Source: an optimization exercise on an open RTL-to-GDS flow (aim: small area and a short achievable clock period). Production flows keep margins and buffers that such runs may drop. RTL that was checked went through simulation tests only; none was proved equivalent to the original. Only the layout flow was run in run 1; the RTL was not checked for function there. The clock cells of runs 8 and 9 come from the design's own scripts or RTL, not from TritonCTS. The flow treats the clock pin as an ideal source. Dropping or thinning the clock tree relies on that and would not hold on a real chip.

==> flow/design.v (outline; a module is shown in full before it is edited, if it fits) <==
// module mult_top: 22 lines
// module full_adder: 7 lines
// module half_adder: 7 lines
// module signed_array_mplier: 4755 lines
module mult_top (
    input             clk,
    input      [31:0] mplier,
    input      [31:0] mcand,
    output     [63:0] product
);
  // ...
==> flow/flow/run.sh <==
#!/bin/bash
# Own layout flow: the standard flow (standard.sh) with the standard
# synthesis unchanged, then the layout steps with
#  - the buffers ABC inserted removed at floorplan (the resizer rebuffers),
#  - plain buffers (buf_2) on the ports,
#  - repair_timing aiming at a slack margin below the fixed clock period, so
#    that it sizes and buffers the multiplier's critical paths.
# The output of each make run is in make_*.log here; each step's log is in
# orfs/logs/.
set -euo pipefail
bash standard.sh synth > make_synth.log 2>&1
bash standard.sh \
  SETUP_SLACK_MARGIN=21.3 \
  REMOVE_ABC_BUFFERS=1 \
  "BUFFER_PORTS_ARGS=-buffer_cell sky130_fd_sc_hd__buf_2" \
  finish > make_finish.log 2>&1
==> flow/standard.sh <==
#!/bin/bash
# synth_recipe.tcl (not shown) runs the flow's synth.tcl, then flattens the netlist and writes it again
# the make line also repeats each setting of config.mk as NAME=value (left out here)
make -C /OpenROAD-flow-scripts/flow DESIGN_CONFIG=/design/flow/config.mk WORK_HOME=/design/flow/orfs CLKGATE_MAP_FILE= SYNTH_SCRIPT=/design/flow/synth_recipe.tcl "${@:-finish}"
==> flow/config.mk <==
export PLATFORM = sky130hd
export DESIGN_NAME = mult_top
export DESIGN_NICKNAME = mult_top
export VERILOG_FILES = /design/flow/design.v
export SDC_FILE = /design/flow/constraint.sdc
export NUM_CORES = 4
export LEC_CHECK = 0
export ABC_AREA = 1
export CAP_MARGIN = 20
export CORE_MARGIN = 2
export CORE_UTILIZATION = 40
export SLEW_MARGIN = 20
export SYNTH_HIERARCHICAL = 1
export SYNTH_MINIMUM_KEEP_SIZE = 0
==> flow/constraint.sdc <==
create_clock -name core_clock -period 28.0 [get_ports {clk}]
set_input_delay 5.6000 -clock core_clock [delete_from_list [all_inputs] [get_ports {clk}]]
set_output_delay 5.6000 -clock core_clock [all_outputs]
set_load 0.01 [all_outputs]
==> flow_summary.toml, run 1 <==
[logic_synthesis]
synth.distinct_cells = 38
synth-seq-cells = 128
synth_area_leaders = "fa_1 (36%), xnor2_1 (18%), o22ai_1 (12%), dfxtp_1 (10%), ha_1 (6.3%)"
yosysMostFrequentCell = "xnor2_1"

[layout]
area_growth_pct = 6.89
nClkBuffers = 20
final-nonclk-buf-share_pct = 5.36
multi_input_area_share_pct = 76.6
layout-drive-gt1-share_pct = 12.4
multi_input_comb_cells = 2002
final_common_cell = "xnor2_1"
stdcell_area_um2 = 26500

[detailed_routing]
drt_first_pass_iters = 5
drt-total-wl_mm = 80.7
initialDrtViolationCount = 1832
num_vias = 19800

[clock_network]
clk-insertion-delay-late_ns = 0.50
cts_resized = 39
cts_hold_buf = 0

[worst_setup_path]
end_kind = "primary output"
critical_path.max_fanout = 1
reg2reg_slack_ns = 21.55
crit_family = "flip-flops"
crit_cells = 1

[sta]
grt_setup_unrepaired = "no"
whs_ns = 0.905

[placed_design]
dp.cells = 3264
port_buffers = 128

[grt]
grt_first_pass_wirelength_mm = 125
busiest_layer = "met2"
grt_pass1_vias = 21500

[run]
maxCapViolCount = 0

[floorplan]
die_y_um = 253
die-area_um2 = 64000

[worst_hold_path]
min_path_cells = 2

[status]
status = "no timing/DRC/antenna violations"
==> run 2, diff against run 1 <==
--- a/flow/design.v
+++ b/flow/design.v
@@ -35,6 +35,12 @@
     assign sum  = a ^ b;
     assign cout = a & b;
 endmodule
+module inverter (
+    input  a,
+    output y
+);
+    assign y = ~a;
+endmodule
 module signed_array_mplier #(
     parameter N = 32
 ) (
--- a/flow/config.mk
+++ b/flow/config.mk
@@ -8,7 +8,7 @@
 export ABC_AREA = 1
 export CAP_MARGIN = 20
 export CORE_MARGIN = 2
-export CORE_UTILIZATION = 40
+export CORE_UTILIZATION = 60
 export SLEW_MARGIN = 20
 export SYNTH_HIERARCHICAL = 1
 export SYNTH_MINIMUM_KEEP_SIZE = 0
==> run 2 against run 1 <==
  * Design area down 1.2%
  * Synthesized cell count did not move
  * Cell count is 7.8% lower
  * Die area decreased by 33%
  * Sequential cell count unchanged
  * Fmax decreased by 0.52%
  * Global-route usage rose by 11 points
  * Critical path depth is the same
  * Critical path type unchanged
  * Setup slack worse by 0.035 ns
==> flow_summary.toml, run 2 <==
[grt]
grt.total_usage_pct = 36.6
grt_first_pass_wirelength_mm = 120
grt_max_degree = 37
grt_pass1_vias = 20900
grt_overflow_total = 0
antenna_found_initial = 1

[detailed_routing]
ant_nets = 0
num_vias = 19700
top_layer = "met5"
met3_length_mm = 7.56
vias_per_cell = 6.45
wire_per_inst_um = 25.2
initialDrtViolationCount = 1854
met2_length_mm = 35.7
wl_met1_mm = 29.7
drt_first_pass_iters = 6
drc = 0
drt-total-wl_mm = 77.0

[placed_design]
port_buffers = 128
dp.cells = 3008
routabilityCongestion = 0.924
dp_hpwl_mm = 57.7
dpl_worst_slack_ns = 19.66

[logic_synthesis]
yosysMostFrequentCell = "xnor2_1"
async_reset_ff_share_pct = 0
yosys-top-cells-count = "xnor2_1 (522), o22ai_1 (493), fa_1 (440)"
netlist_area_um2 = 24800
synth-edff-count = 0
synth.distinct_cells = 38
synth_area_leaders = "fa_1 (36%), xnor2_1 (18%), o22ai_1 (12%), dfxtp_1 (10%), ha_1 (6.3%)"
syn_inst = 2572
yosysTopAreaCell = "fa_1"
synth-seq-cells = 128
avgSynthCellArea_um2 = 9.64
ys_warn_count = 7
synthFlopType = "dfxtp_1"
ys_seq_area_share_pct = 10.3
synth_top_area_share_pct = 35.5

[layout]
reg_top3 = "product_q x64, mcand_q x32, mplier_q x32"
largest_register = "product_q"
layout-drive-gt1-share_pct = 12.1
layout_common_cells = "xnor2_1 (521), o22ai_1 (492), fa_1 (440)"
n_fill_cell = 3425
area_growth_pct = 5.58
final_net_count = 3142
largest_reg_flops = 64
instances_no_fill = 3058
utilization_pct = 64.1
final_common_cell = "xnor2_1"

[floorplan]
die_y_um = 207
die-area_um2 = 43000
ios = 129
die_w_um = 207
start_util_pct = 60.7
core-area_um2 = 40800
num_rows = 74

[sta]
clock.fmax_ghz = 0.151
final-hold-violation-count = 0
setup_slack_ns = 21.37
worstMarginPinSlew_ns = 0.901
setup_tns_ns = 0
drv_slew = 0
final.period_utilization_pct = 23.7
max_slew_margin_pct = 40.0
setup_viol = 0
skew_ns = 0.0205
grt_setup_unrepaired = "yes"
period_minus_slack_ns = 6.63

[worst_setup_path]
crit_family = "flip-flops"
end_kind = "primary output"
worstPathBufferInverterCount = 1
r2r-start = "mplier_q[13]"
arrival_ns = 1.03
rr_worst_depth = 25
slowest_stage = "dfxtp_1"
r2r_end = "product_q[47]"
required_ns = 22.40
reg2reg_slack_ns = 21.49
critical_path.max_fanout = 1
critPathKind = "reg2out"
startpoint_type = "flip-flop"
path_cells = "buf_2"
slowest_delay_ns = 0.37

[clock_network]
clk_path_buf_depth = 2
cts_hold_buf = 0
clk-insertion-delay-late_ns = 0.51
cts_num_sinks = 128
cts_tree = "built"
cts_buffers = 17
cts_max_level = 4
clkSlewWorstSetupHoldPaths_ns = 0.09
root_buffer = "clkbuf_16"

[worst_hold_path]
holdCritStartpoint = "mplier_q[1]"
min_path_cells = 2
hold_end = "product_q[0]"
hold_class = "reg2reg"

[run]
maxCapViolCount = 0

[status]
status = "no timing/DRC/antenna violations"
## run 2: how the worst max path moves through the flow
stage / startpoint / to / slack (ns) / cells after the start
final: product_q[7] / product[7] / 21.37 / 1
after global routing: mplier_q[1] / product_q[47] / 21.30 / 23
after CTS: mplier_q[1] / product_q[48] / 21.30 / 21
after detailed placement: mplier_q[3] / product_q[48] / 19.66 / 20
after global placement: mplier_q[3] / product_q[47] / 19.84 / 20
after floorplan: mplier_q[1] / product_q[48] / 20.44 / 20
## run 2: layer usage
metal	global-route usage, %	up-vias
li1	-	8555
met5	0	-
met4	18.6	2
met1	46.5	9768
met2	57.9	1152
met3	9.64	255
## run 2: repair_timing
item	4_1_cts	5_1_grt
cloned	4	1
setup buffers	10	2
setup endpoints to repair	47	11
endpoints found under the hold margin	0	0
gates resized for setup	37	37
## run 2: metrics by stage
step,cell area (µm²),hold slack [ns]
2_1_floorplan,23300,0.827
3_3_place_gp,25100,0.911
3_5_place_dp,25100,0.926
4_1_cts,26000,0.890
5_1_grt,26200,0.846
6_report,26200,0.813
## run 2: cells by family after synthesis
| logic type | Yosys count | share of synthesized area [%] |
|---|---|---|
| fa+ha+maj | 565 | 41.8 |
| simple gates | 297 | 4.99 |
| xor+xnor | 555 | 19.6 |
| compound gates | 585 | 14.9 |
| flops | 128 | 10.3 |
| buf+inv | 442 | 8.39 |
## run 2: final cells by class
cell class                 instances  area (µm²)  share of cell area, %
antenna                            1        2.50                0.00956
clock buffer                      17         425                   1.62
clock inverter                    15         185                  0.707
inverter                         152         593                   2.26
multi-input combinational       2002       20300                   77.3
sequential                       128        2600                   9.92
tap                              532         666                   2.54
timing repair buffer             207        1440                   5.49
timing repair inverter             4        30.0                  0.115
## run 2: per-module statistics from Yosys (local to each module, per instance), a selection
module | cells inside | area [µm²] | times used | flip-flops and latches
mult_top | 128 | 2560 | 1 | 128
full_adder | 1 | 20.0 | 427 | 0
half_adder | 1 | 12.5 | 40 | 0
==> run 3, diff against run 2 <==
--- a/flow/flow/run.sh
+++ b/flow/flow/run.sh
@@ -12,5 +12,5 @@
 bash standard.sh \
   SETUP_SLACK_MARGIN=21.3 \
   REMOVE_ABC_BUFFERS=1 \
-  "BUFFER_PORTS_ARGS=-buffer_cell sky130_fd_sc_hd__buf_2" \
+  "BUFFER_PORTS_ARGS=-buffer_cell sky130_fd_sc_hd__buf_2" TNS_END_PERCENT=0 \
   finish > make_finish.log 2>&1
--- a/flow/config.mk
+++ b/flow/config.mk
@@ -8,7 +8,7 @@
 export ABC_AREA = 1
 export CAP_MARGIN = 20
 export CORE_MARGIN = 2
-export CORE_UTILIZATION = 60
+export CORE_UTILIZATION = 40
 export SLEW_MARGIN = 20
 export SYNTH_HIERARCHICAL = 1
 export SYNTH_MINIMUM_KEEP_SIZE = 0
==> run 3 against run 2 <==
  * Still clean
  * Fmax increased by 0.53%
  * Non-clock buffer count grew 1
  * Routed wire length up 4.9%
  * Sequential share of layout area shrank 0.13 points
  * Critical endpoint is now product[2]
  * Highest routed layer unchanged
==> flow_summary.toml, run 3 <==
[status]
status = "no timing/DRC/antenna violations"

[worst_setup_path]
critPathKind = "reg2out"
crit_family = "flip-flops"
worstPathBufferInverterCount = 1
slowest_delay_ns = 0.36
reg2reg_slack_ns = 21.55
startpoint_type = "flip-flop"
path_cells = "buf_2"
slowest_stage = "dfxtp_1"
end_kind = "primary output"
required_ns = 22.40
critical_path.max_fanout = 1
arrival_ns = 0.99

[layout]
stdcell_area_um2 = 26500
largest_reg_flops = 64
final_net_count = 3144
area_growth_pct = 6.89
final_common_cell = "xnor2_1"
largest_register = "product_q"
reg_top3 = "product_q x64, mcand_q x32, mplier_q x32"
utilization_pct = 43.1
diodes = 0
layout_common_cells = "xnor2_1 (522), o22ai_1 (489), fa_1 (440)"
instances_no_fill = 3317
layout-drive-gt1-share_pct = 12.4

[detailed_routing]
wire_per_inst_um = 24.3
num_vias = 19800
initialDrtViolationCount = 1832
drc = 0
drt-total-wl_mm = 80.7
drt_first_pass_iters = 5
ant_nets = 0
vias_per_cell = 5.97

[logic_synthesis]
synth-edff-count = 0
synth-seq-cells = 128
yosys-top-cells-count = "xnor2_1 (522), o22ai_1 (493), fa_1 (440)"
synth_area_leaders = "fa_1 (36%), xnor2_1 (18%), o22ai_1 (12%), dfxtp_1 (10%), ha_1 (6.3%)"
synth.distinct_cells = 38
syn_inst = 2572
synthFlopType = "dfxtp_1"
async_reset_ff_share_pct = 0
yosysTopAreaCell = "fa_1"
netlist_area_um2 = 24800
yosysMostFrequentCell = "xnor2_1"
synth_top_area_share_pct = 35.5
avgSynthCellArea_um2 = 9.64
ys_warn_count = 7
ys_seq_area_share_pct = 10.3

[placed_design]
dpl_worst_slack_ns = 19.53
placed_area_um2 = 25400
routabilityCongestion = 0.909
dp.cells = 3264
dp_hpwl_mm = 58.8
port_buffers = 128

[grt]
antenna_found_initial = 2
grt.total_usage_pct = 25.9
grt_overflow_total = 0
grt_pass1_vias = 21500
grt_max_degree = 37
grt_first_pass_wirelength_mm = 125

[sta]
max_slew_margin_pct = 36.1
drv_slew = 0
skew_ns = 0.0201
final-hold-violation-count = 0
period_minus_slack_ns = 6.59
setup_tns_ns = 0
final.period_utilization_pct = 23.5
clock.fmax_ghz = 0.152
setup_slack_ns = 21.41
worstMarginPinSlew_ns = 0.958
grt_setup_unrepaired = "no"
whs_ns = 0.905
setup_viol = 0

[floorplan]
start_util_pct = 40.3
ios = 129
core-area_um2 = 61500
num_rows = 91
die_w_um = 253
die_y_um = 253
die-area_um2 = 64000

[clock_network]
cts_max_level = 4
cts_buffers = 17
clk-insertion-delay-late_ns = 0.50
root_buffer = "clkbuf_16"
cts_num_sinks = 128
cts_tree = "built"
clkSlewWorstSetupHoldPaths_ns = 0.06
clk_path_buf_depth = 2

[run]
maxCapViolCount = 0

[worst_hold_path]
hold_class = "reg2reg"
==> run 3: per-layer routing <==
metal / vias up / share of wire, % / global-route usage (%)
li1: 8535 / - / -
met4: 2 / 4.8 / 12.5
met5: - / 0.016 / 0
met3: 236 / 9.7 / 7.08
met2: 1091 / 47 / 42.8
met1: 9943 / 38 / 31.1
==> run 3: cells by family after synthesis <==
| group | count (synthesis) | share of synthesized area, % |
|---|---|---|
| AO/OA/AOI/OAI | 585 | 14.9 |
| XOR/XNOR | 555 | 19.6 |
| adder cells (fa/ha/maj) | 565 | 41.8 |
| flip-flops | 128 | 10.3 |
| buffers and inverters | 442 | 8.39 |
| AND/OR/NAND/NOR | 297 | 4.99 |
==> run 3: area by class of cell <==
type | count | area (µm²)
Clock buffer | 20 | 437
Clock inverter | 12 | 135
Fill cell | 5894 | 35000
Inverter | 152 | 593
Multi-Input combinational cell | 2002 | 20300
Sequential cell | 128 | 2590
Tap cell | 790 | 988
Timing Repair Buffer | 208 | 1420
Timing Repair inverter | 5 | 37.5
==> run 3: repair_timing <==
action / CTS / global route
pin swaps: 0 / 1
hold buffers: 0 / 0
cloned: 5 / 1
setup buffers: 11 / 4
endpoints found under the setup margin: 51 / 22
hold endpoints to repair: 0 / 0
gates resized for setup: 39 / 50
==> run 3: final timing paths <==
path         cells after the start            end    startpoint
max                              1     product[2]  product_q[2]
min                              2   product_q[0]   mplier_q[1]
min reg2reg                      2   product_q[0]   mplier_q[1]
max reg2reg                     28  product_q[47]   mplier_q[7]
==> run 3: modules after synthesis, one instance, submodules excluded, a selection <==
module / cells inside / times used / flip-flops and latches / area, µm²
mult_top: 128 / 1 / 128 / 2560
full_adder: 1 / 427 / 0 / 20.0
half_adder: 1 / 40 / 0 / 12.5
==> run 4, diff against run 3 <==
--- a/flow/flow/run.sh
+++ b/flow/flow/run.sh
@@ -11,6 +11,6 @@
 bash standard.sh synth > make_synth.log 2>&1
 bash standard.sh \
   SETUP_SLACK_MARGIN=21.3 \
-  REMOVE_ABC_BUFFERS=1 \
-  "BUFFER_PORTS_ARGS=-buffer_cell sky130_fd_sc_hd__buf_2" TNS_END_PERCENT=0 \
+  REMOVE_ABC_BUFFERS=0 \
+  "BUFFER_PORTS_ARGS=-buffer_cell sky130_fd_sc_hd__buf_2"  \
   finish > make_finish.log 2>&1
==> run 4 against run 3 <==
  * Global-route usage down 0.53 points
  * Synthesized area unchanged
  * Die area unchanged
  * Non-clock buffer count up 1
  * Setup slack better by 0.043 ns
  * Critical path type unchanged
  * Utilization up 0.051 points
==> flow_summary.toml, run 4 <==
[status]
status = "no timing/DRC/antenna violations"

[grt]
grt_first_pass_wirelength_mm = 123
grt.total_usage_pct = 25.4
grt_pass1_vias = 21600
antenna_found_initial = 0
grt_max_degree = 36
grt_overflow_total = 0

[layout]
diodes = 0
reg_top3 = "product_q x64, mcand_q x32, mplier_q x32"
largest_reg_flops = 64
area_growth_pct = 7.02
layout-drive-gt1-share_pct = 12.1
final_net_count = 3144
final_common_cell = "xnor2_1"
layout_common_cells = "xnor2_1 (521), o22ai_1 (492), fa_1 (440)"
largest_register = "product_q"

[floorplan]
ios = 129
start_util_pct = 40.3
core-area_um2 = 61500
num_rows = 91
die-area_um2 = 64000
die_y_um = 253
die_w_um = 253

[clock_network]
clk-insertion-delay-late_ns = 0.49
clk_path_buf_depth = 2
cts_buffers = 17
cts_max_level = 4
root_buffer = "clkbuf_16"
cts_tree = "built"
cts_num_sinks = 128
clkSlewWorstSetupHoldPaths_ns = 0.06

[sta]
clock.fmax_ghz = 0.153
grt_setup_unrepaired = "no"
period_minus_slack_ns = 6.55
worstMarginPinSlew_ns = 0.641
setup_tns_ns = 0
skew_ns = 0.0103
drv_slew = 0
whs_ns = 0.922
setup_viol = 0
max_slew_margin_pct = 57.0
final-hold-violation-count = 0
final.period_utilization_pct = 23.4

[worst_setup_path]
end_kind = "primary output"
worstPathBufferInverterCount = 1
worstSetupStartpoint = "product_q[52]"
required_ns = 22.40
slowest_stage = "dfxtp_1"
startpoint_type = "flip-flop"
r2r_end = "product_q[47]"
crit_family = "flip-flops"
crit_cells = 1
cp-endpoint = "product[52]"
reg2reg_slack_ns = 21.59
arrival_ns = 0.95
path_cells = "buf_2"
critPathKind = "reg2out"
slowest_delay_ns = 0.33
critical_path.max_fanout = 1
rr_worst_depth = 24
r2r-start = "mplier_q[15]"

[logic_synthesis]
syn_inst = 2572
yosys-top-cells-count = "xnor2_1 (522), o22ai_1 (493), fa_1 (440)"
avgSynthCellArea_um2 = 9.64
synth-seq-cells = 128
yosysTopAreaCell = "fa_1"
ys_warn_count = 7
ys_seq_area_share_pct = 10.3
synthFlopType = "dfxtp_1"
yosysMostFrequentCell = "xnor2_1"
synth_top_area_share_pct = 35.5
netlist_area_um2 = 24800
synth_area_leaders = "fa_1 (36%), xnor2_1 (18%), o22ai_1 (12%), dfxtp_1 (10%), ha_1 (6.3%)"
synth-edff-count = 0
async_reset_ff_share_pct = 0
synth.distinct_cells = 38

[detailed_routing]
wire_per_inst_um = 23.9
vias_per_cell = 5.96
num_vias = 19800
drt_first_pass_iters = 6
initialDrtViolationCount = 1577
drt-total-wl_mm = 79.1
ant_nets = 0
drc = 0

[worst_hold_path]
hold_class = "reg2reg"

[run]
maxCapViolCount = 0

[placed_design]
dp_hpwl_mm = 60.1
routabilityCongestion = 0.933
port_buffers = 128
run 4: cell counts after synthesis:
No cell type changed its count.
run 4: stage by stage:
stage	setup WS (ns)	instance area, µm²	utilization [%]	cells
2_1_floorplan	22.07	24800	-	2572
3_3_place_gp	19.56	25500	41.4	3271
3_5_place_dp	19.49	25500	41.4	3271
4_1_cts	21.31	26300	42.8	3311
5_1_grt	21.30	26500	43.2	3317
6_report	21.45	26500	43.2	3317
run 4: final cells by class:
cell class,instances,area [µm²]
inverters,152,598
repair buffers,209,1470
clock buffers,18,429
well taps,790,988
repair inverters,4,25.0
fillers,5976,34900
multi-input cells,2002,20300
clock inverters,14,156
flip-flops and latches,128,2580
run 4: cell families after synthesis:
family	share of synthesized area, %
compound gates	14.9
xor+xnor	19.6
fa+ha+maj	41.8
buf+inv	8.39
flops	10.3
simple gates	4.99
run 4: how the worst min path moves through the flow:
stage | slack, ns | to | cells after the start | startpoint
3_3_place_gp | 0.90 | product_q[63] | 7 | mplier_q[30]
4_1_cts | 0.93 | product_q[63] | 7 | mplier_q[30]
6_report | 0.92 | product_q[63] | 7 | mplier_q[30]
3_5_place_dp | 0.91 | product_q[63] | 7 | mplier_q[30]
2_1_floorplan | 0.57 | product_q[0] | 2 | mplier_q[1]
5_1_grt | 0.98 | product_q[63] | 7 | mplier_q[30]
run 4: routing by layer:
metal  vias to the layer above  share of wire, %  routed length, µm  GRT usage, %
met2                       961                50              39300          43.6
met3                       233               7.4               5830          4.76
li1                       8558                 -                  -             -
met1                     10000                39              30500          31.0
met5                         -                 0                  0             0
met4                         0               4.4               3510          11.2
run 4: repair_timing:
action	in CTS	in global routing
hold buffers	0	0
pin swaps	0	1
gates cloned	3	3
gates resized for setup	45	39
buffers inserted	5	3
endpoints found under the hold margin	0	0
setup endpoints to repair	50	7
run 4: per-module statistics from Yosys, one instance, submodules excluded, excerpt:
module,flops+latches,cells
full_adder,0,1
half_adder,0,1
mult_top,128,128
==> run 5, diff against run 4 <==
--- a/flow/flow/run.sh
+++ b/flow/flow/run.sh
@@ -12,5 +12,5 @@
 bash standard.sh \
   SETUP_SLACK_MARGIN=21.3 \
   REMOVE_ABC_BUFFERS=0 \
-  "BUFFER_PORTS_ARGS=-buffer_cell sky130_fd_sc_hd__buf_2"  \
+  "BUFFER_PORTS_ARGS=-buffer_cell sky130_fd_sc_hd__buf_2" SLEW_MARGIN=50 CAP_MARGIN=50 \
   finish > make_finish.log 2>&1
==> run 5 against run 4 <==
  * Still clean
  * Hold slack got worse by 0.0050 ns
  * Critical path depth unchanged
  * Sequential share of layout area about the same
  * Sequential cell count unchanged
  * Non-clock buffer count decreased by 2
  * Utilization about the same
==> flow_summary.toml, run 5 <==
[grt]
grt_first_pass_wirelength_mm = 123
grt.total_usage_pct = 25.3
grt_max_degree = 36
grt_pass1_vias = 21600
antenna_found_initial = 0
grt_overflow_total = 0

[clock_network]
clk-insertion-delay-late_ns = 0.50
cts_hold_buf = 0
clkSlewWorstSetupHoldPaths_ns = 0.07
cts_tree = "built"
clk_path_buf_depth = 2
root_buffer = "clkbuf_16"
cts_buffers = 17
cts_max_level = 4
cts_num_sinks = 128

[layout]
layout_common_cells = "xnor2_1 (521), o22ai_1 (489), fa_1 (440)"
layout-drive-gt1-share_pct = 12.0
instances_no_fill = 3312
final_common_cell = "xnor2_1"
largest_register = "product_q"
diodes = 0
stdcell_area_um2 = 26500
final_net_count = 3139
largest_reg_flops = 64
area_growth_pct = 6.98
reg_top3 = "product_q x64, mcand_q x32, mplier_q x32"

[sta]
whs_ns = 0.917
clock.fmax_ghz = 0.153
setup_viol = 0
final-hold-violation-count = 0
worstMarginPinSlew_ns = 0.621
drv_slew = 0
setup_slack_ns = 21.45
setup_tns_ns = 0
max_slew_margin_pct = 58.5
period_minus_slack_ns = 6.55
final.period_utilization_pct = 23.4
skew_ns = 0.00836
grt_setup_unrepaired = "no"

[logic_synthesis]
ys_warn_count = 7
synth_simple_gate_area_share_pct = 4.99
synth_compound_area_share_pct = 14.9
syn_inst = 2572
avgSynthCellArea_um2 = 9.64
yosysTopAreaCell = "fa_1"
yosys-top-cells-count = "xnor2_1 (522), o22ai_1 (493), fa_1 (440)"
yosysMostFrequentCell = "xnor2_1"
synthMuxAreaShare_pct = 0
synth-xor-area-share_pct = 19.6
synth_area_leaders = "fa_1 (36%), xnor2_1 (18%), o22ai_1 (12%), dfxtp_1 (10%), ha_1 (6.3%)"
async_reset_ff_share_pct = 0
synth-edff-count = 0
yosys.area_share.adder_pct = 41.8
synth-seq-cells = 128
ys_seq_area_share_pct = 10.3
netlist_area_um2 = 24800
synthFlopType = "dfxtp_1"
synth.distinct_cells = 38
synth_top_area_share_pct = 35.5
synth_top_family_by_area = "adder cells"

[worst_setup_path]
required_ns = 22.40
startpoint_type = "flip-flop"
slowest_delay_ns = 0.33
crit_family = "flip-flops"
path_cells = "buf_2"
end_kind = "primary output"
slowest_stage = "dfxtp_1"
critPathKind = "reg2out"
worstPathBufferInverterCount = 1
rr_worst_depth = 22
critical_path.max_fanout = 1
reg2reg_slack_ns = 21.56
r2r-start = "mplier_q[23]"
arrival_ns = 0.95
r2r_end = "product_q[48]"

[status]
status = "no timing/DRC/antenna violations"

[detailed_routing]
drt_first_pass_iters = 8
drt-total-wl_mm = 79.2
vias_per_cell = 5.92
num_vias = 19600
ant_nets = 0
drc = 0
wire_per_inst_um = 23.9
initialDrtViolationCount = 1801

[floorplan]
die-area_um2 = 64000
die_w_um = 253
start_util_pct = 40.3
num_rows = 91
core-area_um2 = 61500
die_y_um = 253
ios = 129

[worst_hold_path]
min_path_cells = 7
holdCritStartpoint = "mplier_q[30]"
hold_end = "product_q[63]"
hold_class = "reg2reg"

[run]
maxCapViolCount = 0

[placed_design]
dp.cells = 3271
port_buffers = 128
routabilityCongestion = 0.933
dp_hpwl_mm = 60.1
placed_area_um2 = 25500
dpl_worst_slack_ns = 20.50
[run 5: cell counts after synthesis]
Identical to the previous run, type by type.
[run 5: cell type report]
class	instances	area (µm²)
fillers	5960	34900
multi-input cells	2003	20300
flip-flops and latches	128	2590
repair buffers	207	1460
well taps	790	988
inverters	152	606
clock buffers	18	429
clock inverters	14	156
[run 5: per-stage QoR]
stage	util [%]
after CTS	42.6
after detailed placement	41.5
after global routing	43.2
final	43.2
after global placement	41.4
after floorplan	-
[run 5: metal layers]
layer	share of wire, %	wire length, µm	global-route usage, %	vias to the layer above
li1	-	-	-	8565
met1	39	30600	30.3	9886
met2	49	39100	43.3	941
met3	7.7	6130	5.63	220
met4	4.3	3440	11.5	0
met5	0	0	0	-
[run 5: what timing repair did]
item                       in CTS  in global routing
setup endpoints to repair      33                 16
resized for setup              35                 58
setup buffers                   1                  5
cloned                          0                  3
pin swaps                       0                  3
[run 5: how the worst max path moves through the flow]
stage | startpoint | to | slack, ns | cells after the start
2_1_floorplan | product_q[0] | product[0] | 22.07 | 0
3_3_place_gp | mplier_q[3] | product_q[47] | 19.56 | 20
3_5_place_dp | mplier_q[11] | product_q[48] | 20.50 | 22
4_1_cts | mplier_q[13] | product_q[47] | 21.30 | 23
5_1_grt | mplier_q[7] | product_q[47] | 21.29 | 21
6_report | product_q[43] | product[43] | 21.45 | 1
[run 5: cell families after synthesis]
family | after synthesis
AO/OA/AOI/OAI | 585
XOR/XNOR | 555
adder cells (fa/ha/maj) | 565
buffers and inverters | 442
flip-flops | 128
AND/OR/NAND/NOR | 297
[run 5: Yosys stat by module, one instance, submodules excluded, a selection]
module	flip-flops and latches	cell area, µm²
mult_top	128	2560
full_adder	0	20.0
half_adder	0	12.5
==> run 6, diff against run 5 <==
--- a/flow/flow/run.sh
+++ b/flow/flow/run.sh
@@ -12,5 +12,5 @@
 bash standard.sh \
   SETUP_SLACK_MARGIN=21.3 \
   REMOVE_ABC_BUFFERS=0 \
-  "BUFFER_PORTS_ARGS=-buffer_cell sky130_fd_sc_hd__buf_2" SLEW_MARGIN=50 CAP_MARGIN=50 \
+  "BUFFER_PORTS_ARGS=-buffer_cell sky130_fd_sc_hd__buf_2" CTS_BUF_LIST=sky130_fd_sc_hd__clkbuf_8 \
   finish > make_finish.log 2>&1
==> run 6 against run 5 <==
  * Synthesized area did not move
  * First-iteration DRC count fell by 6.2%
  * Register-to-register slack barely moved
  * Routed wire length fell by 0.41%
  * Critical path depth is the same
  * Hold slack better by 0.012 ns
  * Largest cell class unchanged
  * Sequential cell count did not move
  * Still clean on timing, DRC and antenna
  * Synthesized cell count stayed put
  * Non-clock buffer count is 2 higher
==> flow_summary.toml, run 6 <==
[floorplan]
die-area_um2 = 64000
die_w_um = 253
start_util_pct = 40.3
num_rows = 91
die_y_um = 253
ios = 129
core-area_um2 = 61500

[clock_network]
root_buffer = "clkbuf_8"
clk-insertion-delay-late_ns = 0.56
clk_path_buf_depth = 2
cts_hold_buf = 0
clkSlewWorstSetupHoldPaths_ns = 0.08
cts_num_sinks = 128
cts_tree = "built"
cts_max_level = 4
cts_buffers = 17

[logic_synthesis]
yosysTopAreaCell = "fa_1"
synth_top_family_by_area = "adder cells"
syn_inst = 2572
synthMuxAreaShare_pct = 0
synth_area_leaders = "fa_1 (36%), xnor2_1 (18%), o22ai_1 (12%), dfxtp_1 (10%), ha_1 (6.3%)"
synth-xor-area-share_pct = 19.6
ys_warn_count = 7
synth_top_area_share_pct = 35.5
yosys.area_share.adder_pct = 41.8
synth-edff-count = 0
synthFlopType = "dfxtp_1"
avgSynthCellArea_um2 = 9.64
netlist_area_um2 = 24800
synth_simple_gate_area_share_pct = 4.99
synth_compound_area_share_pct = 14.9
synth-seq-cells = 128
synth.distinct_cells = 38
async_reset_ff_share_pct = 0
ys_seq_area_share_pct = 10.3
yosys-top-cells-count = "xnor2_1 (522), o22ai_1 (493), fa_1 (440)"
yosysMostFrequentCell = "xnor2_1"

[worst_hold_path]
hold_class = "reg2reg"
min_path_cells = 7
holdCritStartpoint = "mplier_q[30]"
hold_end = "product_q[63]"

[grt]
grt.total_usage_pct = 25.4
grt_first_pass_wirelength_mm = 123
grt_max_degree = 36
grt_overflow_total = 0
grt_pass1_vias = 21600
antenna_found_initial = 1

[sta]
skew_ns = 0.0141
setup_tns_ns = 0
grt_setup_unrepaired = "no"
clock.fmax_ghz = 0.151
final.period_utilization_pct = 23.7
whs_ns = 0.928
setup_viol = 0
setup_slack_ns = 21.37
max_slew_margin_pct = 58.1
worstMarginPinSlew_ns = 0.625
final-hold-violation-count = 0
drv_slew = 0
period_minus_slack_ns = 6.63

[detailed_routing]
num_vias = 19700
top_layer = "met4"
initialDrtViolationCount = 1690
met3_length_mm = 5.73
wl_met1_mm = 30.6
ant_nets = 0
drt_first_pass_iters = 5
vias_per_cell = 5.95
drt-total-wl_mm = 78.9
wire_per_inst_um = 23.8
drc = 0
met2_length_mm = 39.2

[layout]
final_common_cell = "xnor2_1"
layout-drive-gt1-share_pct = 12.0
n_fill_cell = 5995
largest_reg_flops = 64
area_growth_pct = 6.32
layout_common_cells = "xnor2_1 (521), o22ai_1 (492), fa_1 (440)"
multi_input_area_um2 = 20300
regArea_um2 = 2580
largest_register = "product_q"
reg_top3 = "product_q x64, mcand_q x32, mplier_q x32"
final_net_count = 3144
instances_no_fill = 3319

[placed_design]
dp.cells = 3271
dp_hpwl_mm = 60.1
routabilityCongestion = 0.933
dpl_worst_slack_ns = 19.49
port_buffers = 128

[worst_setup_path]
required_ns = 22.40
slowest_stage = "dfxtp_1"
slowest_delay_ns = 0.34
worstPathBufferInverterCount = 1
rr_worst_depth = 22
crit_family = "flip-flops"
arrival_ns = 1.03
end_kind = "primary output"
r2r-start = "mplier_q[23]"
reg2reg_slack_ns = 21.57
path_cells = "buf_2"
critical_path.max_fanout = 1
startpoint_type = "flip-flop"
critPathKind = "reg2out"
r2r_end = "product_q[47]"

[run]
maxCapViolCount = 0

[status]
status = "no timing/DRC/antenna violations"
run 6: cell types whose count changed in the layout (fill, tap and decap cells not counted), sizes merged:
cell	change
diode	+2
inv	-2
clkinv	-1
buf	+1
clkinvlp	+8
nand2	-1
run 6: through the flow:
| step | util, % | instance area, µm² |
|---|---|---|
| 2_1_floorplan | - | 24800 |
| 3_3_place_gp | 41.4 | 25500 |
| 3_5_place_dp | 41.4 | 25500 |
| 4_1_cts | 42.5 | 26100 |
| 5_1_grt | 42.9 | 26400 |
| 6_report | 42.9 | 26400 |
run 6: repair_timing:
action                     4_1_cts  5_1_grt
setup endpoints to repair       50        9
gates resized for setup         46       43
setup buffers                    5        3
gates cloned                     3        3
pin swaps                        0        1
run 6: logic make-up after synthesis:
family | Yosys count
compound gates | 585
xor+xnor | 555
fa+ha+maj | 565
buf+inv | 442
flops | 128
simple gates | 297
run 6: metal layers:
metal  track usage [%]  vias to the layer above
met5                 0                        -
met4              10.9                        0
met3              5.00                      215
met2              43.6                      908
met1              30.9                    10100
li1                  -                     8558
run 6: worst max-delay path by stage:
stage,from,to,slack [ns],depth (start not counted)
6_report,product_q[52],product[52],21.37,1
4_1_cts,product_q[52],product[52],21.30,1
5_1_grt,product_q[43],product[43],21.30,1
2_1_floorplan,product_q[0],product[0],22.07,0
3_5_place_dp,mplier_q[3],product_q[48],19.49,20
3_3_place_gp,mplier_q[3],product_q[47],19.56,20
run 6: final cells by class:
class                           instances  share of cell area (%)
Tap cell                              790                    3.75
Timing Repair Buffer                  209                    5.65
Multi-Input combinational cell       2002                    76.9
Inverter                              152                    2.28
Sequential cell                       128                    9.80
Antenna cell                            2                  0.0190
Clock inverter                         15                   0.607
Clock buffer                           17                   0.887
Timing Repair inverter                  4                  0.0949
run 6: per-module statistics from Yosys (local to each module, per instance), a selection:
module	flip-flops and latches	cells	times used	area [µm²]
mult_top	128	128	1	2560
half_adder	0	1	40	12.5
full_adder	0	1	427	20.0
==> run 7, diff against run 6 <==
--- a/flow/flow/run.sh
+++ b/flow/flow/run.sh
@@ -12,5 +12,5 @@
 bash standard.sh \
   SETUP_SLACK_MARGIN=21.3 \
   REMOVE_ABC_BUFFERS=0 \
-  "BUFFER_PORTS_ARGS=-buffer_cell sky130_fd_sc_hd__buf_2" CTS_BUF_LIST=sky130_fd_sc_hd__clkbuf_8 \
+  "BUFFER_PORTS_ARGS=-buffer_cell sky130_fd_sc_hd__buf_2" CTS_CLUSTER_SIZE=32 CTS_CLUSTER_DIAMETER=200 \
   finish > make_finish.log 2>&1
==> run 7 against run 6 <==
  * Hold slack lost 0.0066 ns
  * Synthesized area is the same
  * Global-route usage is essentially flat
  * Design area grew 0.65%
  * Sequential share of layout area shrank 0.064 points
  * Critical path depth is the same
  * Register-to-register slack gained 0.02 ns
  * Non-clock buffer count is the same
  * Cell count is essentially flat
==> flow_summary.toml, run 7 <==
[logic_synthesis]
avgSynthCellArea_um2 = 9.64
yosysTopAreaCell = "fa_1"
yosysMostFrequentCell = "xnor2_1"
synth_area_leaders = "fa_1 (36%), xnor2_1 (18%), o22ai_1 (12%), dfxtp_1 (10%), ha_1 (6.3%)"
netlist_area_um2 = 24800
syn_inst = 2572
yosys-top-cells-count = "xnor2_1 (522), o22ai_1 (493), fa_1 (440)"
async_reset_ff_share_pct = 0
synth.distinct_cells = 38
ys_warn_count = 7
synthFlopType = "dfxtp_1"
synth_top_area_share_pct = 35.5
synth-seq-cells = 128
synth-edff-count = 0
ys_seq_area_share_pct = 10.3

[sta]
setup_viol = 0
setup_tns_ns = 0
final-hold-violation-count = 0
drv_slew = 0
grt_setup_unrepaired = "no"
max_slew_margin_pct = 57.0
skew_ns = 0.0103
period_minus_slack_ns = 6.55
worstMarginPinSlew_ns = 0.641
clock.fmax_ghz = 0.153
final.period_utilization_pct = 23.4

[worst_setup_path]
critical_path.max_fanout = 1
arrival_ns = 0.95
slowest_delay_ns = 0.33
rr_worst_depth = 24
path_cells = "buf_2"
required_ns = 22.40
r2r-start = "mplier_q[15]"
r2r_end = "product_q[47]"
critPathKind = "reg2out"
end_kind = "primary output"
crit_family = "flip-flops"
worstPathBufferInverterCount = 1
slowest_stage = "dfxtp_1"
reg2reg_slack_ns = 21.59
startpoint_type = "flip-flop"

[detailed_routing]
ant_nets = 0
drt-total-wl_mm = 79.1
drt_first_pass_iters = 6
num_vias = 19800
initialDrtViolationCount = 1577
wire_per_inst_um = 23.9
vias_per_cell = 5.96
drc = 0

[run]
maxCapViolCount = 0

[clock_network]
cts_buffers = 17
clk-insertion-delay-late_ns = 0.49
root_buffer = "clkbuf_16"
cts_num_sinks = 128
cts_tree = "built"
cts_max_level = 4
clk_path_buf_depth = 2
clkSlewWorstSetupHoldPaths_ns = 0.06
cts_hold_buf = 0

[layout]
regArea_um2 = 2580
layout_common_cells = "xnor2_1 (521), o22ai_1 (492), fa_1 (440)"
final_net_count = 3144
final_common_cell = "xnor2_1"
largest_register = "product_q"
n_fill_cell = 5976
utilization_pct = 43.2
reg_top3 = "product_q x64, mcand_q x32, mplier_q x32"
multi_input_area_um2 = 20300
largest_reg_flops = 64
layout-drive-gt1-share_pct = 12.1
area_growth_pct = 7.02
diodes = 0

[placed_design]
port_buffers = 128
dp_hpwl_mm = 60.1
routabilityCongestion = 0.933

[floorplan]
start_util_pct = 40.3
ios = 129
die_y_um = 253
num_rows = 91
die_w_um = 253
die-area_um2 = 64000
core-area_um2 = 61500

[worst_hold_path]
min_path_cells = 7
hold_end = "product_q[63]"
holdCritStartpoint = "mplier_q[30]"
hold_class = "reg2reg"

[status]
status = "no timing/DRC/antenna violations"

[grt]
grt_first_pass_wirelength_mm = 123
grt_overflow_total = 0
grt.total_usage_pct = 25.4
antenna_found_initial = 0
grt_pass1_vias = 21600
grt_max_degree = 36
==> run 7: cell counts after synthesis <==
No cell type changed its count.
==> run 7: metal layers <==
layer | part of all wire [%] | track usage, % | vias to the layer above
met1 | 39 | 31.0 | 10000
li1 | - | - | 8558
met2 | 50 | 43.6 | 961
met4 | 4.4 | 11.2 | 0
met3 | 7.4 | 4.76 | 233
met5 | 0 | 0 | -
==> run 7: how the worst max path moves through the flow <==
| stage | cells past startpoint | end | slack (ns) | start |
|---|---|---|---|---|
| 2_1_floorplan | 0 | product[0] | 22.07 | product_q[0] |
| 3_3_place_gp | 20 | product_q[47] | 19.56 | mplier_q[3] |
| 3_5_place_dp | 20 | product_q[48] | 19.49 | mplier_q[3] |
| 4_1_cts | 22 | product_q[47] | 21.31 | mplier_q[11] |
| 5_1_grt | 29 | product_q[47] | 21.30 | mplier_q[5] |
| 6_report | 1 | product[52] | 21.45 | product_q[52] |
==> run 7: per-module statistics from Yosys (local to each module, per instance), a selection <==
| module | cells | times used | cell area [µm²] | flops+latches |
|---|---|---|---|---|
| mult_top | 128 | 1 | 2560 | 128 |
| half_adder | 1 | 40 | 12.5 | 0 |
| full_adder | 1 | 427 | 20.0 | 0 |
==> run 7: cells by family (layout without fill, tap and decap cells) <==
family	Yosys count	after routing	synth area share, %
AO/OA/AOI/OAI	585	585	14.9
AND/OR/NAND/NOR	297	297	4.99
buffers and inverters	442	397	8.39
flip-flops	128	128	10.3
XOR/XNOR	555	555	19.6
adder cells (fa/ha/maj)	565	565	41.8
==> run 7: repair_timing <==
action | in CTS | in global routing
cloned | 3 | 3
endpoints found under the setup margin | 50 | 7
resized for setup | 45 | 39
buffers inserted | 5 | 3
pin swaps | 0 | 1
==> run 7: cell type report <==
class	count	share of cell area, %
clock buffers	18	1.62
clock inverters	14	0.589
inverters	152	2.25
multi-input cells	2002	76.5
flip-flops and latches	128	9.74
well taps	790	3.72
repair buffers	209	5.53
repair inverters	4	0.0943
==> run 7: worst min-delay path, delay by kind of cell, from the launching register on <==
family          cells  cell delay, ns
compound gates      2            0.08
fa+ha+maj           1            0.14
xor+xnor            1            0.14
simple gates        3            0.17
flops               1            0.34
==> run 7: stage by stage <==
step | setup slack (ns) | instances | instance area (µm²) | hold slack, ns
2_1_floorplan | 22.07 | 2572 | 24800 | 0.572
3_3_place_gp | 19.56 | 3271 | 25500 | 0.897
3_5_place_dp | 19.49 | 3271 | 25500 | 0.911
4_1_cts | 21.31 | 3311 | 26300 | 0.930
5_1_grt | 21.30 | 3317 | 26500 | 0.985
6_report | 21.45 | 3317 | 26500 | 0.922
==> run 8, diff against run 7 <==
==> flow/flow/run.sh (replaced) <==
#!/bin/bash
# Own layout flow: the standard flow (standard.sh) with the standard
# synthesis unchanged, then the layout steps with
#  - plain buffers (buf_2) on the ports,
#  - a two-level balanced clock tree (flow/cts_own.tcl) in place of ORFS's CTS,
#  - repair_timing aiming at a slack margin below the fixed clock period, so
#    that it sizes and buffers the multiplier's critical paths.
# The output of each make run is in make_*.log here; each step's log is in
# orfs/logs/.
set -euo pipefail
export OWN_FLOW_DIR=$(pwd)/flow
bash standard.sh synth > make_synth.log 2>&1
bash standard.sh \
  SETUP_SLACK_MARGIN=21.3 \
  "BUFFER_PORTS_ARGS=-buffer_cell sky130_fd_sc_hd__buf_2" \
  PRE_CTS_TCL=$OWN_FLOW_DIR/cts_own.tcl \
  finish > make_finish.log 2>&1
==> flow/flow/cts_own.tcl (new file) <==
set own_l1 sky130_fd_sc_hd__clkbuf_8
set own_l2 sky130_fd_sc_hd__clkbuf_16
set db [ord::get_db]
set block [ord::get_db_block]
set clk_net [$block findNet clk]
set sinks {}
foreach it [$clk_net getITerms] {
  set inst [$it getInst]
  set bb [$inst getBBox]
  set x [expr {([$bb xMin] + [$bb xMax]) / 2}]
  set y [expr {([$bb yMin] + [$bb yMax]) / 2}]
  lappend sinks [list $it $x $y]
}
puts "own cts: [llength $sinks] clock sinks"

# split items (lists whose elements 1, 2 are x, y) into two halves of equal
# size along the longer side of their bounding box
proc own_halves {items} {
  set xs {}; set ys {}
  foreach s $items { lappend xs [lindex $s 1]; lappend ys [lindex $s 2] }
  set xs [lsort -integer $xs]; set ys [lsort -integer $ys]
  set idx [expr {([lindex $xs end] - [lindex $xs 0]) >= ([lindex $ys end] - [lindex $ys 0]) ? 1 : 2}]
  set sorted [lsort -integer -index $idx $items]
  set h [expr {[llength $sorted] / 2}]
  return [list [lrange $sorted 0 [expr {$h - 1}]] [lrange $sorted $h end]]
}
proc own_centroid {items} {
  set sx 0; set sy 0
  foreach s $items { incr sx [lindex $s 1]; incr sy [lindex $s 2] }
  return [list [expr {$sx / [llength $items]}] [expr {$sy / [llength $items]}]]
}
proc own_buffer {name master in_net cx cy} {
  set block [ord::get_db_block]
  set inst [odb::dbInst_create $block $master $name]
  set net [odb::dbNet_create $block "${name}_net"]
  $net setSigType CLOCK
  [$inst findITerm A] connect $in_net
  [$inst findITerm X] connect $net
  set m [$inst getMaster]
  $inst setLocation [expr {$cx - [$m getWidth] / 2}] [expr {$cy - [$m getHeight] / 2}]
  $inst setPlacementStatus PLACED
  return $net
}

set m1 [$db findMaster $own_l1]
set m2 [$db findMaster $own_l2]
set quarters {}
foreach h [own_halves $sinks] { foreach q [own_halves $h] { lappend quarters $q } }
set qi 0
foreach q $quarters {
  set eighths [own_halves $q]
  set leaves {}
  foreach e $eighths { lappend leaves [concat [own_centroid $e]] }
  # first-level buffer midway between its two second-level buffers
  set c1 [own_centroid [list [concat x [lindex $leaves 0]] [concat x [lindex $leaves 1]]]]
  set n1 [own_buffer "clkbuf_own_l1_$qi" $m1 $clk_net [lindex $c1 0] [lindex $c1 1]]
  set ei 0
  foreach e $eighths {
    set c2 [own_centroid $e]
    set n2 [own_buffer "clkbuf_own_l2_${qi}_$ei" $m2 $n1 [lindex $c2 0] [lindex $c2 1]]
    foreach s $e {
      set it [lindex $s 0]
      $it disconnect
      $it connect $n2
    }
    puts "own cts: clkbuf_own_l2_${qi}_$ei drives [llength $e] registers"
    incr ei
  }
  incr qi
}
set_propagated_clock [all_clocks]
rename clock_tree_synthesis own_unused_clock_tree_synthesis
proc clock_tree_synthesis {args} {
  puts "own cts: ORFS clock_tree_synthesis skipped, two-level tree built by flow/cts_own.tcl"
}
==> run 8 against run 7 <==
  * Critical path type is now reg2reg
  * Largest cell class unchanged
  * Utilization down 0.50 points
  * Synthesized area unchanged
  * Critical endpoint is now product_q[47]
  * Design area down 1.2%
==> flow_summary.toml, run 8 <==
[layout]
largest_register = "product_q"
area_growth_pct = 5.79
layout_common_cells = "xnor2_1 (521), o22ai_1 (492), fa_1 (440)"
final_net_count = 3140
utilization_pct = 42.7
reg_top3 = "product_q x64, mcand_q x32, mplier_q x32"
layout-drive-gt1-share_pct = 11.5
stdcell_area_um2 = 26200
largest_reg_flops = 64
final_common_cell = "xnor2_1"
n_fill_cell = 6005

[detailed_routing]
drt-total-wl_mm = 78.7
wire_per_inst_um = 23.9
initialDrtViolationCount = 1636
ant_nets = 0
drc = 0
vias_per_cell = 5.94
num_vias = 19600
drt_first_pass_iters = 7

[grt]
grt_max_degree = 36
grt_overflow_total = 0
grt_pass1_vias = 21400
grt.total_usage_pct = 24.7
grt_first_pass_wirelength_mm = 123
antenna_found_initial = 1

[clock_network]
clkSlewWorstSetupHoldPaths_ns = 0.07
clk-insertion-delay-late_ns = 0.33

[sta]
setup_tns_ns = 0
final-hold-violation-count = 0
drv_slew = 0
setup_viol = 0
grt_setup_unrepaired = "no"
period_minus_slack_ns = 6.44
max_slew_margin_pct = 55.6
worstMarginPinSlew_ns = 0.662
skew_ns = 0.0532
final.period_utilization_pct = 23.0
whs_ns = 0.920
clock.fmax_ghz = 0.155

[logic_synthesis]
yosysMostFrequentCell = "xnor2_1"
synth-edff-count = 0
synth_top_area_share_pct = 35.5
synth.distinct_cells = 38
synthFlopType = "dfxtp_1"
netlist_area_um2 = 24800
syn_inst = 2572
synth-seq-cells = 128
ys_seq_area_share_pct = 10.3
ys_warn_count = 7
async_reset_ff_share_pct = 0
avgSynthCellArea_um2 = 9.64
yosysTopAreaCell = "fa_1"
synth_area_leaders = "fa_1 (36%), xnor2_1 (18%), o22ai_1 (12%), dfxtp_1 (10%), ha_1 (6.3%)"
yosys-top-cells-count = "xnor2_1 (522), o22ai_1 (493), fa_1 (440)"

[worst_setup_path]
crit_family = "adder cells"
critical_path.max_fanout = 35
worstPathBufferInverterCount = 6
critPathKind = "reg2reg"
crit_top_cell = "fa_1"
slowest_delay_ns = 0.58
startpoint_type = "flip-flop"
required_ns = 28.23
rr_worst_depth = 24
end_kind = "flip-flop"
slowest_stage = "fa_1"
crit_cells = 24
path_cells = "clkbuf_8 -> ha_1 -> nor2_1 -> inv_2 -> buf_6 -> o22ai_1 -> fa_1 -> fa_1 -> fa_1 -> fa_1 -> fa_1 -> fa_1 -> ha_1 -> nand2_1 -> inv_1 -> nand2_1 -> nand2_1 -> nand2_1 -> nand2_2 -> a21oi_2 -> nand2_8 -> inv_1 -> fa_1 -> inv_1"
arrival_ns = 6.67

[floorplan]
die-area_um2 = 64000
start_util_pct = 40.3
num_rows = 91
core-area_um2 = 61500
ios = 129
die_y_um = 253
die_w_um = 253

[status]
status = "no timing/DRC/antenna violations"

[worst_hold_path]
min_path_cells = 7
hold_class = "reg2reg"

[run]
maxCapViolCount = 0

[placed_design]
routabilityCongestion = 0.933
dp_hpwl_mm = 60.1
placed_area_um2 = 25500
port_buffers = 128
[run 8: Yosys stat by module, one instance, submodules excluded, a selection]
| module | copies in the design | cells |
|---|---|---|
| mult_top | 1 | 128 |
| half_adder | 40 | 1 |
| full_adder | 427 | 1 |
[run 8: worst min-delay path, delay by kind of cell, from the launching register on]
family	cells	cell delay (ns)
adders and majority gates	1	0.14
AOI/OAI and AO/OA	2	0.08
xor gates and xnor gates	1	0.14
and+or+nand+nor	3	0.17
DFF	1	0.35
[run 8: final timing paths]
path           startpoint            end  slack (ns)
max          mplier_q[15]  product_q[47]       21.56
min          mplier_q[30]  product_q[63]        0.92
max reg2reg  mplier_q[15]  product_q[47]       21.56
min reg2reg  mplier_q[30]  product_q[63]        0.92
[run 8: logic make-up after synthesis]
kind of cell             after synthesis  share of synthesized area (%)
AO/OA/AOI/OAI                        585                           14.9
flip-flops                           128                           10.3
adder cells (fa/ha/maj)              565                           41.8
buffers and inverters                442                           8.39
XOR/XNOR                             555                           19.6
AND/OR/NAND/NOR                      297                           4.99
[run 8: what timing repair did]
action / CTS / global route
gates resized for setup: 46 / 44
buffers inserted: 5 / 4
pin swaps: 0 / 1
gates cloned: 3 / 3
hold buffers: 0 / 0
endpoints found under the setup margin: 51 / 7
[run 8: per-stage QoR]
stage          instances  setup WS, ns
2_1_floorplan       2572         22.07
3_3_place_gp        3271         19.56
3_5_place_dp        3271         19.49
4_1_cts             3291         21.33
5_1_grt             3298         21.30
6_report            3299         21.56
[run 8: per-layer routing]
layer  GRT usage, %  wire length, µm
met2           43.3            38800
met3           3.33             5620
met1           31.0            30600
met4           9.11             3630
met5              0               13
[run 8: area by class of cell]
class | instances | area [µm²] | area share [%]
Antenna cell | 1 | 2.50 | 0.00954
Inverter | 152 | 601 | 2.29
Multi-Input combinational cell | 2002 | 20300 | 77.3
Tap cell | 790 | 988 | 3.77
Timing Repair Buffer | 210 | 1490 | 5.67
Sequential cell | 128 | 2580 | 9.85
Timing Repair inverter | 4 | 25.0 | 0.0954
Buffer | 12 | 255 | 0.973
==> run 9, diff against run 8 <==
--- a/flow/flow/run.sh
+++ b/flow/flow/run.sh
@@ -11,7 +11,7 @@
 export OWN_FLOW_DIR=$(pwd)/flow
 bash standard.sh synth > make_synth.log 2>&1
 bash standard.sh \
-  SETUP_SLACK_MARGIN=21.3 \
+  SETUP_SLACK_MARGIN=21.6 \
   "BUFFER_PORTS_ARGS=-buffer_cell sky130_fd_sc_hd__buf_2" \
   PRE_CTS_TCL=$OWN_FLOW_DIR/cts_own.tcl \
   finish > make_finish.log 2>&1
==> run 9 against run 8 <==
  * Still clean
  * Via count rose by 2.1%
  * Synthesized area did not move
  * Die area did not move
  * Design area rose by 3.5%
  * Sequential share of layout area fell by 0.28 points
  * First-iteration DRC count rose by 7.8%
  * Critical path depth fell by 23
  * Cell count rose by 1.2%
  * Utilization rose by 1.5 points
==> flow_summary.toml, run 9 <==
[status]
status = "no timing/DRC/antenna violations"

[worst_setup_path]
arrival_ns = 0.77
r2r-start = "mplier_q[2]"
critical_path.max_fanout = 1
startpoint_type = "flip-flop"
slowest_delay_ns = 0.33
required_ns = 22.40
r2r_end = "product_q[48]"
crit_family = "flip-flops"
worstPathBufferInverterCount = 1
reg2reg_slack_ns = 21.74
slowest_stage = "dfxtp_2"
critPathKind = "reg2out"
rr_worst_depth = 20
path_cells = "buf_6"
end_kind = "primary output"

[detailed_routing]
drt-total-wl_mm = 82.2
num_vias = 20000
ant_nets = 0
initialDrtViolationCount = 1763
vias_per_cell = 5.99
drt_first_pass_iters = 5
drc = 0
wire_per_inst_um = 24.6

[floorplan]
die-area_um2 = 64000
num_rows = 91
start_util_pct = 40.3
die_w_um = 253
ios = 129
core-area_um2 = 61500
die_y_um = 253

[logic_synthesis]
yosys-top-cells-count = "xnor2_1 (522), o22ai_1 (493), fa_1 (440)"
synth_top_area_share_pct = 35.5
syn_inst = 2572
netlist_area_um2 = 24800
avgSynthCellArea_um2 = 9.64
synth-seq-cells = 128
ys_warn_count = 7
ys_seq_area_share_pct = 10.3
synth.distinct_cells = 38
yosysTopAreaCell = "fa_1"
synthFlopType = "dfxtp_1"
async_reset_ff_share_pct = 0
yosysMostFrequentCell = "xnor2_1"
synth_area_leaders = "fa_1 (36%), xnor2_1 (18%), o22ai_1 (12%), dfxtp_1 (10%), ha_1 (6.3%)"
synth-edff-count = 0

[layout]
layout-drive-gt1-share_pct = 14.8
layout_common_cells = "xnor2_1 (521), o22ai_1 (477), fa_1 (429)"
utilization_pct = 44.2
final_common_cell = "xnor2_1"
largest_register = "product_q"
area_growth_pct = 9.46
diodes = 0
largest_reg_flops = 64
reg_top3 = "product_q x64, mcand_q x32, mplier_q x32"
instances_no_fill = 3338
final_net_count = 3180

[clock_network]
clk-insertion-delay-late_ns = 0.33
cts_hold_buf = 0
clkSlewWorstSetupHoldPaths_ns = 0.09

[grt]
grt_first_pass_wirelength_mm = 124
grt_max_degree = 36
antenna_found_initial = 1
grt_pass1_vias = 21500
grt_overflow_total = 0
grt.total_usage_pct = 24.9

[sta]
setup_tns_ns = 0
final.period_utilization_pct = 22.7
final-hold-violation-count = 0
grt_setup_unrepaired = "yes"
max_slew_margin_pct = 56.8
period_minus_slack_ns = 6.37
worstMarginPinSlew_ns = 0.645
drv_slew = 0
setup_viol = 0
skew_ns = 0.0476
clock.fmax_ghz = 0.157

[placed_design]
routabilityCongestion = 0.933
dp.cells = 3271
dp_hpwl_mm = 60.1
port_buffers = 128

[worst_hold_path]
hold_end = "product_q[63]"
holdCritStartpoint = "mplier_q[30]"
min_path_cells = 7
hold_class = "reg2reg"

[run]
maxCapViolCount = 0
==> run 9: cell counts after synthesis <==
No cell type changed its count.
==> run 9: worst max-delay path by stage <==
stage | from | end | slack (ns) | cells after the start
2_1_floorplan | product_q[0] | product[0] | 22.07 | 0
4_1_cts | mplier_q[25] | product_q[48] | 21.60 | 20
3_5_place_dp | mplier_q[3] | product_q[48] | 19.49 | 20
5_1_grt | mplier_q[2] | product_q[47] | 21.57 | 20
6_report | product_q[19] | product[19] | 21.63 | 1
3_3_place_gp | mplier_q[3] | product_q[47] | 19.56 | 20
==> run 9: kinds of logic after synthesis <==
| logic type | after synthesis | share of synthesized area (%) |
|---|---|---|
| AO/OA/AOI/OAI | 585 | 14.9 |
| flip-flops | 128 | 10.3 |
| AND/OR/NAND/NOR | 297 | 4.99 |
| adder cells (fa/ha/maj) | 565 | 41.8 |
| XOR/XNOR | 555 | 19.6 |
| buffers and inverters | 442 | 8.39 |
==> run 9: per-layer routing <==
layer,GRT usage [%],vias up,wire length (µm)
li1,-,8630,-
met1,31.1,10200,31600
met2,43.3,998,40800
met3,3.48,205,6330
met4,9.99,2,3520
met5,0,-,13
==> run 9: final cells by class <==
type | count | area [µm²]
buffer | 12 | 255
fill | 5920 | 34300
inverter | 152 | 611
multi-input combinational | 2003 | 20600
sequential | 128 | 2600
tap | 790 | 988
timing repair buffer | 248 | 2060
timing repair inverter | 5 | 36.3
==> run 9: what timing repair did <==
| item | CTS | global route |
|---|---|---|
| resized for setup | 80 | 111 |
| gates cloned | 6 | 10 |
| buffers inserted | 8 | 31 |
| pin swaps | 0 | 10 |
| setup endpoints to repair | 56 | 24 |
==> run 9: worst min-delay path, cell delays in order (launching register included) <==
cell,delay [ns]
dfxtp_1,0.35
xnor2_1,0.14
nand2_1,0.06
nand2_1,0.06
ha_1,0.14
a21oi_1,0.04
nand2_1,0.06
a21oi_1,0.04
==> run 9: per-stage QoR <==
stage | worst slack (ns) | hold WS [ns] | cell area (µm²)
after floorplan | 22.07 | 0.572 | 24800
after global placement | 19.56 | 0.897 | 25500
after detailed placement | 19.49 | 0.911 | 25500
after CTS | 21.60 | 0.928 | 26200
after global routing | 21.57 | 0.966 | 27200
final | 21.63 | 0.929 | 27200
==> run 9: Yosys stat by module, one instance, submodules excluded, excerpt <==
module / flops+latches / cells inside / times used
mult_top: 128 / 128 / 1
half_adder: 0 / 1 / 40
full_adder: 0 / 1 / 427

[re-timing with driven ports]
Ports are ideal in the flow. The routed layouts listed here were re-timed in OpenROAD. Step 1: set_driving_cell puts a clkbuf_16 on clk and a buf_2 on each other input, an assumption about the parent block. Step 2 also shifts input and output timing later by t, the mid clock arrival at the registers, as if the neighbouring blocks saw the same clock. Slacks: no drivers / after step 1 / after step 2; pairs: no drivers / after step 1.
run | t (ns) | setup WS [ns] | hold WS [ns] | worst register clock-pin slew, ns | worst data-port slew with drivers (ns)
run 1 | 0.553 | 21.408 / 21.347 / 21.552 | 0.905 / 0.905 / 0.905 | 0.08 / 0.08 | 0.04
run 2 | 0.560 | 21.373 / 21.314 / 21.492 | 0.813 / 0.813 / 0.813 | 0.09 / 0.09 | 0.05
run 3 | 0.553 | 21.408 / 21.347 / 21.552 | 0.905 / 0.905 / 0.905 | 0.08 / 0.08 | 0.04
run 4 | 0.543 | 21.451 / 21.392 / 21.592 | 0.922 / 0.922 / 0.922 | 0.07 / 0.07 | 0.06
run 5 | 0.552 | 21.446 / 21.384 / 21.562 | 0.917 / 0.917 / 0.917 | 0.07 / 0.07 | 0.06
run 6 | 0.609 | 21.371 / 21.316 / 21.569 | 0.928 / 0.928 / 0.928 | 0.09 / 0.09 | 0.06
run 7 | 0.543 | 21.451 / 21.392 / 21.592 | 0.922 / 0.922 / 0.922 | 0.07 / 0.07 | 0.06
run 8 | 0.427 | 21.559 / 21.504 / 21.559 | 0.920 / 0.920 / 0.920 | 0.10 / 0.10 | 0.06
run 9 | 0.428 | 21.635 / 21.512 / 21.743 | 0.929 / 0.929 / 0.929 | 0.09 / 0.09 | 0.06
After both steps setup and hold are still met in every run listed.
